This design comes from an exercise in tuning for small area and a short achievable clock period on the open sky130 flow, not from production work. RTL that was checked went through simulation tests only; none was proved equivalent to the original. Power is estimated from default activity; no workload was simulated.

==> run M <==
// arm7_execute
module arm7_execute (
	input             clk,
	input      [31:0] instr_i,   
	input      [31:0] rn_i,      
	input      [31:0] rd_i,      
	input      [31:0] rs_i,      
	input      [31:0] rm_i,      
	input      [31:0] pc_i,      
	input      [3:0]  nzcv_i,    
	output     [31:0] result_o,
	output     [3:0]  nzcv_o,
	output reg        wb_o,
	output reg        exec_o
);
wire is_dp, is_mul, is_ls, is_br;
inst_decode InstructionDecoder(
	.ir(instr_i), .is_dp(is_dp), .is_mul(is_mul), .is_ls(is_ls), .is_br(is_br));
wire [3:0] op = is_dp ? instr_i[24:21] : (is_ls & ~instr_i[23]) ? 4'd2 : 4'd4;
reg arith, inv1, inv2, sub, wb, zero1, sel_ms, sel_mc;
reg [1:0] cmode;    
always @* begin
	arith = 1'b0; inv1 = 1'b0; inv2 = 1'b0; sub = 1'b0; wb = 1'b1;
	zero1 = 1'b0; sel_ms = 1'b0; sel_mc = 1'b0; cmode = 2'd0;
	case (op)
		4'd0:  sel_mc = 1'b1;                                         
		4'd1:  sel_ms = 1'b1;                                         
		4'd2:  begin arith = 1'b1; inv2 = 1'b1; sub = 1'b1; cmode = 2'd1; end  
		4'd3:  begin arith = 1'b1; inv1 = 1'b1; sub = 1'b1; cmode = 2'd1; end  
		4'd4:  arith = 1'b1;                                          
		4'd5:  begin arith = 1'b1; cmode = 2'd2; end                  
		4'd6:  begin arith = 1'b1; inv2 = 1'b1; sub = 1'b1; cmode = 2'd2; end  
		4'd7:  begin arith = 1'b1; inv1 = 1'b1; sub = 1'b1; cmode = 2'd2; end  
		4'd8:  begin sel_mc = 1'b1; wb = 1'b0; end                    
		4'd9:  begin sel_ms = 1'b1; wb = 1'b0; end                    
		4'd10: begin arith = 1'b1; inv2 = 1'b1; sub = 1'b1; cmode = 2'd1; wb = 1'b0; end  
		4'd11: begin arith = 1'b1; wb = 1'b0; end                     
		4'd12: begin sel_ms = 1'b1; sel_mc = 1'b1; end                
		4'd13: begin sel_ms = 1'b1; zero1 = 1'b1; end                 
		4'd14: begin sel_mc = 1'b1; inv2 = 1'b1; end                  
		default: begin sel_ms = 1'b1; zero1 = 1'b1; inv2 = 1'b1; end  
	endcase
end
  ...
==> module arm7_execute, before the edit <==
module arm7_execute (
	input             clk,
	input      [31:0] instr_i,   
	input      [31:0] rn_i,      
	input      [31:0] rd_i,      
	input      [31:0] rs_i,      
	input      [31:0] rm_i,      
	input      [31:0] pc_i,      
	input      [3:0]  nzcv_i,    
	output     [31:0] result_o,
	output     [3:0]  nzcv_o,
	output reg        wb_o,
	output reg        exec_o
);
wire is_dp, is_mul, is_ls, is_br;
inst_decode InstructionDecoder(
	.ir(instr_i), .is_dp(is_dp), .is_mul(is_mul), .is_ls(is_ls), .is_br(is_br));
wire [3:0] op = is_dp ? instr_i[24:21] : (is_ls & ~instr_i[23]) ? 4'd2 : 4'd4;
reg arith, inv1, inv2, sub, wb, zero1, sel_ms, sel_mc;
reg [1:0] cmode;    
always @* begin
	arith = 1'b0; inv1 = 1'b0; inv2 = 1'b0; sub = 1'b0; wb = 1'b1;
	zero1 = 1'b0; sel_ms = 1'b0; sel_mc = 1'b0; cmode = 2'd0;
	case (op)
		4'd0:  sel_mc = 1'b1;                                         
		4'd1:  sel_ms = 1'b1;                                         
		4'd2:  begin arith = 1'b1; inv2 = 1'b1; sub = 1'b1; cmode = 2'd1; end  
		4'd3:  begin arith = 1'b1; inv1 = 1'b1; sub = 1'b1; cmode = 2'd1; end  
		4'd4:  arith = 1'b1;                                          
		4'd5:  begin arith = 1'b1; cmode = 2'd2; end                  
		4'd6:  begin arith = 1'b1; inv2 = 1'b1; sub = 1'b1; cmode = 2'd2; end  
		4'd7:  begin arith = 1'b1; inv1 = 1'b1; sub = 1'b1; cmode = 2'd2; end  
		4'd8:  begin sel_mc = 1'b1; wb = 1'b0; end                    
		4'd9:  begin sel_ms = 1'b1; wb = 1'b0; end                    
		4'd10: begin arith = 1'b1; inv2 = 1'b1; sub = 1'b1; cmode = 2'd1; wb = 1'b0; end  
		4'd11: begin arith = 1'b1; wb = 1'b0; end                     
		4'd12: begin sel_ms = 1'b1; sel_mc = 1'b1; end                
		4'd13: begin sel_ms = 1'b1; zero1 = 1'b1; end                 
		4'd14: begin sel_mc = 1'b1; inv2 = 1'b1; end                  
		default: begin sel_ms = 1'b1; zero1 = 1'b1; inv2 = 1'b1; end  
	endcase
end
wire [31:0] op1_raw = is_mul ? (instr_i[21] ? rd_i : 32'd0) :
                      is_br  ? (pc_i - 32'd4) : rn_i;
wire [31:0] op1_d   = zero1 ? 32'd0 : (op1_raw ^ {32{inv1}});
wire [31:0] sh_out;
wire        sh_c;
bshift BarrelShifter(
	.instr_bit_25(instr_i[25]), .imm_value(instr_i[11:0]), .Rm(rm_i), .Rs(rs_i[7:0]),
	.cin(nzcv_i[1]), .operand2(sh_out), .c_to_alu(sh_c));
wire [31:0] op2_raw = is_br ? {{6{instr_i[23]}}, instr_i[23:0], 2'b00} : sh_out;
wire [31:0] m3_d    = is_mul ? (rm_i + {rm_i[30:0], 1'b0}) : op2_raw;
reg [10:0] s1_d, s2_d, s3_d, s4_d;
reg [9:0]  ng_d;
reg        dot0_d;
integer j;
reg [3:0] bb;
reg [2:0] q;
always @* begin
	for (j = 0; j < 11; j = j + 1) begin
		bb[0] = (j == 0) ? 1'b0 : rs_i[3*j-1];
		bb[1] = rs_i[3*j];
		bb[2] = rs_i[3*j+1];
		bb[3] = (j == 10) ? 1'b0 : rs_i[3*j+2];
		q = bb[2:0] ^ {3{bb[3]}};
		s1_d[j] = is_mul & ~q[2] & (q[1] ^ q[0]);
		s2_d[j] = is_mul & ((~q[2] & q[1] & q[0]) | (q[2] & ~q[1] & ~q[0]));
		s3_d[j] = is_mul ? (q[2] & (q[1] ^ q[0])) : (j == 0);
		s4_d[j] = is_mul & q[2] & q[1] & q[0];
		if (j < 10) ng_d[j] = is_mul ? bb[3] : ((j == 0) & inv2);
	end
	dot0_d = is_mul & rs_i[2];
end
wire exec_d;
cond conditionFieldChecker(
	.nzcv(nzcv_i), .condition_code(instr_i[31:28]),
	.will_this_be_executed(exec_d));
reg [31:0] op1_q, rm_q, m3_q;
reg [10:0] s1_q, s2_q, s3_q, s4_q;
reg [9:0]  ng_q;
reg        dot0_q, cin_q, arith_q, sel_ms_q, sel_mc_q, sub_q, inv1_q, a31_q;
reg        csh_q, v_q, wb_q, exec_q;
always @(posedge clk) begin
	op1_q    <= op1_d;
	rm_q     <= rm_i;
	m3_q     <= m3_d;
	s1_q     <= s1_d;
	s2_q     <= s2_d;
	s3_q     <= s3_d;
	s4_q     <= s4_d;
	ng_q     <= ng_d;
	dot0_q   <= dot0_d;
	cin_q    <= (cmode == 2'd1) | ((cmode == 2'd2) & nzcv_i[1]);
	arith_q  <= arith;
	sel_ms_q <= sel_ms;
	sel_mc_q <= sel_mc;
	sub_q    <= sub;
	inv1_q   <= inv1;
	a31_q    <= op1_raw[31];
	csh_q    <= sh_c;
	v_q      <= nzcv_i[0];
	wb_q     <= wb;
	exec_q   <= exec_d;
end
wire zfix = sub_q & (inv1_q ? (op1_q[30:0] == 31'h7fffffff) : (m3_q[30:0] == 31'd0));
wire [31:0] ps, pc_;
multiplier Multiplier(
	.m(rm_q), .m3(m3_q), .s1(s1_q), .s2(s2_q), .s3(s3_q), .s4(s4_q),
	.ng(ng_q), .dot0(dot0_q), .S(ps), .C(pc_));
wire [31:0] alu_result;
wire        alu_c, alu_v;
alu ALU(
	.operand_1(op1_q), .ps(ps), .pc(pc_), .cin(cin_q), .arith(arith_q),
	.sel_ms(sel_ms_q), .sel_mc(sel_mc_q), .zfix(zfix), .a31(a31_q), .b31(m3_q[31]),
	.c_from_shifter(csh_q), .v_old(v_q),
	.result(alu_result), .c_flag(alu_c), .v_flag(alu_v));
reg [31:0] res_q;
reg        c_o, v_o;
always @(posedge clk) begin
	res_q  <= alu_result;
	c_o    <= alu_c;
	v_o    <= alu_v;
	wb_o   <= wb_q;
	exec_o <= exec_q;
end
assign result_o = res_q;
assign nzcv_o   = {res_q[31], ~|res_q, c_o, v_o};
endmodule
==> flow/config.mk <==
export PLATFORM = sky130hd
export DESIGN_NAME = arm7_execute
export DESIGN_NICKNAME = arm7_execute
export VERILOG_FILES = /design/flow/design.v
export SDC_FILE = /design/flow/constraint.sdc
export NUM_CORES = 4
export LEC_CHECK = 0
export CAP_MARGIN = 20
export CORE_MARGIN = 2
export CORE_UTILIZATION = 40
export SLEW_MARGIN = 20
export TNS_END_PERCENT = 0
==> flow/constraint.sdc <==
create_clock -name core_clock -period 13.0 [get_ports {clk}]
set_input_delay 2.6000 -clock core_clock [delete_from_list [all_inputs] [get_ports {clk}]]
set_output_delay 2.6000 -clock core_clock [all_outputs]
set_load 0.01 [all_outputs]
standard.sh (not shown) runs the stock make flow with config.mk's settings and CLKGATE_MAP_FILE= SYNTH_SCRIPT=/design/flow/synth_recipe.tcl, a recipe that flattens the netlist after the stock synthesis.
==> flow/flow/run.sh <==
#!/bin/bash
set -euo pipefail
MARGIN=$(cat flow/margin)
bash standard.sh SETUP_SLACK_MARGIN=$MARGIN finish > flow_standard.log 2>&1
==> flow/flow/margin <==
8
==> run F (differences from run M) <==
--- a/flow/design.v
+++ b/flow/design.v
@@ -26,53 +26,91 @@
 	input        instr_bit_25;
 	input [11:0] imm_value;
 	input [31:0] Rm;
 	input [7:0]  Rs;
 	input        cin;
-	output [31:0] operand2;
-	output        c_to_alu;
-	wire [2:0] sh       = imm_value[6:4];
+	output reg [31:0] operand2;
+	output reg        c_to_alu;
+	wire [2:0] sh   = imm_value[6:4];
 	wire       reg_form = sh[0];
 	wire [7:0] amt  = reg_form ? Rs : {3'd0, imm_value[11:7]};
 	wire [4:0] a5   = amt[4:0];
-	wire       hi   = |amt[7:5];                  
-	wire       az   = ~hi & (a5 == 5'd0);         
-	wire       a32  = (amt[7:5] == 3'd1) & (a5 == 5'd0);
-	wire       le64 = (amt[7:6] == 2'd0) | (amt == 8'd64);
+	wire       hi   = |amt[7:5];           
+	wire       a5z  = (a5 == 5'd0);
 	wire       lsl  = (sh[2:1] == 2'd0);
 	wire       lsr  = (sh[2:1] == 2'd1);
 	wire       asr  = (sh[2:1] == 2'd2);
 	wire       ror  = (sh[2:1] == 2'd3);
-	wire       rrx  = ror & ~reg_form & (a5 == 5'd0);
+	wire       rrx  = ror & ~reg_form & a5z;
 	wire       sign = Rm[31];
-	wire       imm  = instr_bit_25;
-	wire [31:0] src = imm ? {24'd0, imm_value[7:0]} : Rm;
-	wire [4:0]  r   = imm ? {imm_value[11:8], 1'b0} :
+	wire [31:0] src = instr_bit_25 ? {24'd0, imm_value[7:0]} : Rm;
+	wire [4:0]  r   = instr_bit_25 ? {imm_value[11:8], 1'b0} :
 	                  lsl ? (5'd0 - a5) :
 	                  rrx ? 5'd1 : a5;
 	wire [31:0] s0 = r[0] ? {src[0],    src[31:1]}  : src;
 	wire [31:0] s1 = r[1] ? {s0[1:0],   s0[31:2]}   : s0;
 	wire [31:0] s2 = r[2] ? {s1[3:0],   s1[31:4]}   : s1;
 	wire [31:0] s3 = r[3] ? {s2[7:0],   s2[31:8]}   : s2;
 	wire [31:0] rot = r[4] ? {s3[15:0], s3[31:16]}  : s3;
-	wire m_ones = imm | ((ror | az) & ~rrx);
-	wire m_left = ~imm & lsl & ~az & ~hi;
-	wire m_right = ~imm & ((lsr & ~az & ~hi) | (asr & ~az & ~hi) | rrx |
-	                       (asr & hi & ~a32 & sign & le64 & (amt != 8'd64)));
-	wire [4:0] ma = rrx ? 5'd1 : a5;
-	wire [31:0] rmask = 32'hffffffff >> ma;
-	wire [31:0] lmask = 32'hffffffff << ma;
-	wire [31:0] M = {32{m_ones}} | ({32{m_left}} & lmask) | ({32{m_right}} & rmask);
-	wire f1   = ~imm & asr & hi;                  
-	wire fill = ~imm & ((asr & ~az & ~hi) | (asr & a32) ? sign : (rrx ? cin : 1'b0));
-	assign operand2 = ((rot | {32{f1}}) & M) | ({32{fill}} & ~M);
-	wire c_rot31 = imm ? (imm_value[11:8] != 4'd0) :
-	               ((lsr | asr) & ~az & ~hi) | (lsr & a32) | rrx | (ror & ~rrx & (a5 != 5'd0));
-	wire c_rot0  = ~imm & lsl & ~az & (~hi | a32);
-	wire c_const = (imm | az | (ror & ~rrx)) ? cin :
-	               (asr & hi & le64) ? sign : 1'b0;
-	assign c_to_alu = c_rot31 ? rot[31] : c_rot0 ? rot[0] : c_const;
+	wire [31:0] rmask = 32'hffffffff >> a5;
+	wire [31:0] lmask = 32'hffffffff << a5;
+	always @* begin
+		if (instr_bit_25) begin
+			operand2 = rot;
+			c_to_alu = (imm_value[11:8] == 4'd0) ? cin : rot[31];
+		end else if (lsl) begin
+			if (amt == 8'd0) begin
+				operand2 = Rm;
+				c_to_alu = cin;
+			end else if (hi) begin
+				operand2 = 32'd0;
+				c_to_alu = (amt == 8'd32) ? Rm[0] : 1'b0;
+			end else begin
+				operand2 = rot & lmask;
+				c_to_alu = rot[0];
+			end
+		end else if (lsr) begin
+			if (amt == 8'd0) begin
+				operand2 = Rm;
+				c_to_alu = cin;
+			end else if (hi) begin
+				operand2 = 32'd0;
+				c_to_alu = (amt == 8'd32) ? Rm[31] : 1'b0;
+			end else begin
+				operand2 = rot & rmask;
+				c_to_alu = rot[31];
+			end
+		end else if (asr) begin
+			if (amt == 8'd0) begin
+				operand2 = Rm;
+				c_to_alu = cin;
+			end else if (!hi) begin
+				operand2 = (rot & rmask) | ({32{sign}} & ~rmask);
+				c_to_alu = rot[31];
+			end else if (amt == 8'd32) begin
+				operand2 = {32{sign}};
+				c_to_alu = sign;
+			end else if (amt <= 8'd64) begin
+				operand2 = (sign && amt != 8'd64) ? rmask : 32'd0;
+				c_to_alu = sign;
+			end else begin
+				operand2 = 32'd0;
+				c_to_alu = 1'b0;
+			end
+		end else begin  
+			if (rrx) begin
+				operand2 = {cin, rot[30:0]};
+				c_to_alu = rot[31];
+			end else if (a5z) begin
+				operand2 = Rm;
+				c_to_alu = cin;
+			end else begin
+				operand2 = rot;
+				c_to_alu = rot[31];
+			end
+		end
+	end
 endmodule
 module cond(nzcv, condition_code, will_this_be_executed);
 	input  [3:0] nzcv;
 	input  [3:0] condition_code;
 	output reg   will_this_be_executed;
@@ -659,10 +697,11 @@
 bshift BarrelShifter(
 	.instr_bit_25(instr_i[25]), .imm_value(instr_i[11:0]), .Rm(rm_i), .Rs(rs_i[7:0]),
 	.cin(nzcv_i[1]), .operand2(sh_out), .c_to_alu(sh_c));
 wire [31:0] op2_raw = is_br ? {{6{instr_i[23]}}, instr_i[23:0], 2'b00} : sh_out;
 wire [31:0] m3_d    = is_mul ? (rm_i + {rm_i[30:0], 1'b0}) : op2_raw;
+wire zfix_d = sub & (inv1 ? (op1_raw[30:0] == 31'd0) : (op2_raw[30:0] == 31'd0));
 reg [10:0] s1_d, s2_d, s3_d, s4_d;
 reg [9:0]  ng_d;
 reg        dot0_d;
 integer j;
 reg [3:0] bb;
@@ -687,11 +726,11 @@
 	.nzcv(nzcv_i), .condition_code(instr_i[31:28]),
 	.will_this_be_executed(exec_d));
 reg [31:0] op1_q, rm_q, m3_q;
 reg [10:0] s1_q, s2_q, s3_q, s4_q;
 reg [9:0]  ng_q;
-reg        dot0_q, cin_q, arith_q, sel_ms_q, sel_mc_q, sub_q, inv1_q, a31_q;
+reg        dot0_q, cin_q, arith_q, sel_ms_q, sel_mc_q, zfix_q, a31_q, b31_q;
 reg        csh_q, v_q, wb_q, exec_q;
 always @(posedge clk) begin
 	op1_q    <= op1_d;
 	rm_q     <= rm_i;
 	m3_q     <= m3_d;
@@ -703,28 +742,27 @@
 	dot0_q   <= dot0_d;
 	cin_q    <= (cmode == 2'd1) | ((cmode == 2'd2) & nzcv_i[1]);
 	arith_q  <= arith;
 	sel_ms_q <= sel_ms;
 	sel_mc_q <= sel_mc;
-	sub_q    <= sub;
-	inv1_q   <= inv1;
+	zfix_q   <= zfix_d;
 	a31_q    <= op1_raw[31];
+	b31_q    <= op2_raw[31];
 	csh_q    <= sh_c;
 	v_q      <= nzcv_i[0];
 	wb_q     <= wb;
 	exec_q   <= exec_d;
 end
-wire zfix = sub_q & (inv1_q ? (op1_q[30:0] == 31'h7fffffff) : (m3_q[30:0] == 31'd0));
 wire [31:0] ps, pc_;
 multiplier Multiplier(
 	.m(rm_q), .m3(m3_q), .s1(s1_q), .s2(s2_q), .s3(s3_q), .s4(s4_q),
 	.ng(ng_q), .dot0(dot0_q), .S(ps), .C(pc_));
 wire [31:0] alu_result;
 wire        alu_c, alu_v;
 alu ALU(
 	.operand_1(op1_q), .ps(ps), .pc(pc_), .cin(cin_q), .arith(arith_q),
-	.sel_ms(sel_ms_q), .sel_mc(sel_mc_q), .zfix(zfix), .a31(a31_q), .b31(m3_q[31]),
+	.sel_ms(sel_ms_q), .sel_mc(sel_mc_q), .zfix(zfix_q), .a31(a31_q), .b31(b31_q),
 	.c_from_shifter(csh_q), .v_old(v_q),
 	.result(alu_result), .c_flag(alu_c), .v_flag(alu_v));
 reg [31:0] res_q;
 reg        c_o, v_o;
 always @(posedge clk) begin
==> flow/run.sh (new file) <==
#!/bin/bash
# synth_recipe.tcl (not shown) runs the flow's synth.tcl, then flattens the netlist and writes it again
# the make line also repeats each setting of config.mk as NAME=value (left out here)
make -C /OpenROAD-flow-scripts/flow DESIGN_CONFIG=/design/flow/config.mk WORK_HOME=/design/flow/orfs CLKGATE_MAP_FILE= SYNTH_SCRIPT=/design/flow/synth_recipe.tcl finish
--- a/flow/config.mk
+++ b/flow/config.mk
@@ -7,6 +7,5 @@
 export LEC_CHECK = 0
 export CAP_MARGIN = 20
 export CORE_MARGIN = 2
 export CORE_UTILIZATION = 40
 export SLEW_MARGIN = 20
-export TNS_END_PERCENT = 0
removed: flow/flow/run.sh
removed: flow/flow/margin
removed: flow/standard.sh
==> run B (differences from run M) <==
--- a/flow/config.mk
+++ b/flow/config.mk
@@ -7,6 +7,5 @@
 export LEC_CHECK = 0
 export CAP_MARGIN = 20
 export CORE_MARGIN = 2
 export CORE_UTILIZATION = 40
 export SLEW_MARGIN = 20
-export TNS_END_PERCENT = 0
==> run K (differences from run M) <==
--- a/flow/design.v
+++ b/flow/design.v
@@ -659,10 +659,11 @@
 bshift BarrelShifter(
 	.instr_bit_25(instr_i[25]), .imm_value(instr_i[11:0]), .Rm(rm_i), .Rs(rs_i[7:0]),
 	.cin(nzcv_i[1]), .operand2(sh_out), .c_to_alu(sh_c));
 wire [31:0] op2_raw = is_br ? {{6{instr_i[23]}}, instr_i[23:0], 2'b00} : sh_out;
 wire [31:0] m3_d    = is_mul ? (rm_i + {rm_i[30:0], 1'b0}) : op2_raw;
+wire zfix_d = sub & (inv1 ? (op1_raw[30:0] == 31'd0) : (op2_raw[30:0] == 31'd0));
 reg [10:0] s1_d, s2_d, s3_d, s4_d;
 reg [9:0]  ng_d;
 reg        dot0_d;
 integer j;
 reg [3:0] bb;
@@ -687,11 +688,11 @@
 	.nzcv(nzcv_i), .condition_code(instr_i[31:28]),
 	.will_this_be_executed(exec_d));
 reg [31:0] op1_q, rm_q, m3_q;
 reg [10:0] s1_q, s2_q, s3_q, s4_q;
 reg [9:0]  ng_q;
-reg        dot0_q, cin_q, arith_q, sel_ms_q, sel_mc_q, sub_q, inv1_q, a31_q;
+reg        dot0_q, cin_q, arith_q, sel_ms_q, sel_mc_q, zfix_q, a31_q, b31_q;
 reg        csh_q, v_q, wb_q, exec_q;
 always @(posedge clk) begin
 	op1_q    <= op1_d;
 	rm_q     <= rm_i;
 	m3_q     <= m3_d;
@@ -703,28 +704,27 @@
 	dot0_q   <= dot0_d;
 	cin_q    <= (cmode == 2'd1) | ((cmode == 2'd2) & nzcv_i[1]);
 	arith_q  <= arith;
 	sel_ms_q <= sel_ms;
 	sel_mc_q <= sel_mc;
-	sub_q    <= sub;
-	inv1_q   <= inv1;
+	zfix_q   <= zfix_d;
 	a31_q    <= op1_raw[31];
+	b31_q    <= op2_raw[31];
 	csh_q    <= sh_c;
 	v_q      <= nzcv_i[0];
 	wb_q     <= wb;
 	exec_q   <= exec_d;
 end
-wire zfix = sub_q & (inv1_q ? (op1_q[30:0] == 31'h7fffffff) : (m3_q[30:0] == 31'd0));
 wire [31:0] ps, pc_;
 multiplier Multiplier(
 	.m(rm_q), .m3(m3_q), .s1(s1_q), .s2(s2_q), .s3(s3_q), .s4(s4_q),
 	.ng(ng_q), .dot0(dot0_q), .S(ps), .C(pc_));
 wire [31:0] alu_result;
 wire        alu_c, alu_v;
 alu ALU(
 	.operand_1(op1_q), .ps(ps), .pc(pc_), .cin(cin_q), .arith(arith_q),
-	.sel_ms(sel_ms_q), .sel_mc(sel_mc_q), .zfix(zfix), .a31(a31_q), .b31(m3_q[31]),
+	.sel_ms(sel_ms_q), .sel_mc(sel_mc_q), .zfix(zfix_q), .a31(a31_q), .b31(b31_q),
 	.c_from_shifter(csh_q), .v_old(v_q),
 	.result(alu_result), .c_flag(alu_c), .v_flag(alu_v));
 reg [31:0] res_q;
 reg        c_o, v_o;
 always @(posedge clk) begin
==> flow/flow/margin (replaced) <==
7
--- a/flow/config.mk
+++ b/flow/config.mk
@@ -7,6 +7,5 @@
 export LEC_CHECK = 0
 export CAP_MARGIN = 20
 export CORE_MARGIN = 2
 export CORE_UTILIZATION = 40
 export SLEW_MARGIN = 20
-export TNS_END_PERCENT = 0
==> results.toml <==
[synth]
synth_common_cells = "a21oi_1 (227), clkbuf_1 (215), a221oi_1 (214)"

[worst_hold_path]
min_from = "wb_q$_SDFF_PN1_"

[finish]
fin_area_sq_mm = 0.0298
area_growth_syn_to_layout_pct = 13.1
multi_input_area_share = 0.690

[placed_design]
placed_cells = 4102

[route]
vias = 27700
drtPass1Iterations = 7

[outcome]
status = "no timing/DRC/antenna violations"
[end of results for run F]
==> results.toml <==
[route]
drtPass1Iterations = 6
wl_met3_mm = 9.12
vias = 26200

[finish]
fin_area_sq_mm = 0.0321
area_growth_syn_to_layout_pct = 28.6

[placed_design]
placed_cells = 3848

[sta]
fin_skew_ps = 16.7

[synth]
synth_common_cells = "xnor2_1 (231), clkbuf_1 (214), a21oi_1 (213)"
synth.area.top_cells = "dfxtp_1 (16%), fa_1 (12%), xnor2_1 (8.1%)"

[critical_path]
cp.required_ps = 13350

[outcome]
status = "no timing/DRC/antenna violations"
[end of results for run B]
==> results.toml <==
[critical_path]
crit_arrival_ps = 6910

[outcome]
status = "no timing/DRC/antenna violations"

[finish]
area_growth_syn_to_layout_pct = 22.1
fin_area_sq_mm = 0.0301

[pwr]
pwr-share-comb = 0.547
ir_drop_uv = 88.4

[route]
vias = 24600

[synth]
synth_common_cells = "xnor2_1 (211), dfxtp_1 (197), clkbuf_1 (196)"

[clock_tree]
cts_tree = "built"

[worst_hold_path]
min_from = "wb_q$_SDFF_PN1_"
[end of results for run K]
==> results.toml <==
[outcome]
status = "no timing/DRC/antenna violations"

[synth]
synth_top_family_by_area = "compound AO/OA/AOI/OAI gates"
synth_common_cells = "xnor2_1 (231), clkbuf_1 (214), a21oi_1 (213)"

[placed_design]
placed_cells = 3850

[route]
drtPass1Iterations = 8
vias = 25400

[clock_tree]
cts_setup_buffers = 23

[pwr]
swShare = 0.430

[finish]
nNonClkBuffers = 327
fin_area_sq_mm = 0.0295
area_growth_syn_to_layout_pct = 18.2
[end of results for run M]
No functional check of the RTL was part of run F and run K.

## what the ideal ports hide
Ports are ideal in the flow. The routed layouts listed here were re-timed in OpenROAD.
Step 1 assumes that a clkbuf_16 drives the clock port and a buf_2 every other input.
Step 2 also shifts input and output timing later by t, the mid clock arrival at the registers, as if the neighbouring blocks saw the same clock.
Three values: ideal ports, drivers, drivers and shift; two values: the first two.
| run | t (ns) | setup WS [ns] | latest minus earliest clock arrival (ns) | worst slew at a driven data input, ns |
|---|---|---|---|---|
| run M | 0.548 | 6.760 / 6.760 / 6.312 | 0.019 / 0.019 | 0.08 |
| run F | 0.556 | 3.791 / 3.832 / 3.276 | 0.030 / 0.030 | 0.08 |
| run B | 0.558 | 6.835 / 6.835 / 6.785 | 0.017 / 0.017 | 0.06 |
| run K | 0.540 | 6.481 / 6.514 / 5.974 | 0.024 / 0.024 | 0.08 |
After both steps every run listed still meets setup and hold. For run F, which loses most, drivers alone change the setup slack by +0.041 ns; drivers and shift together by -0.515 ns.
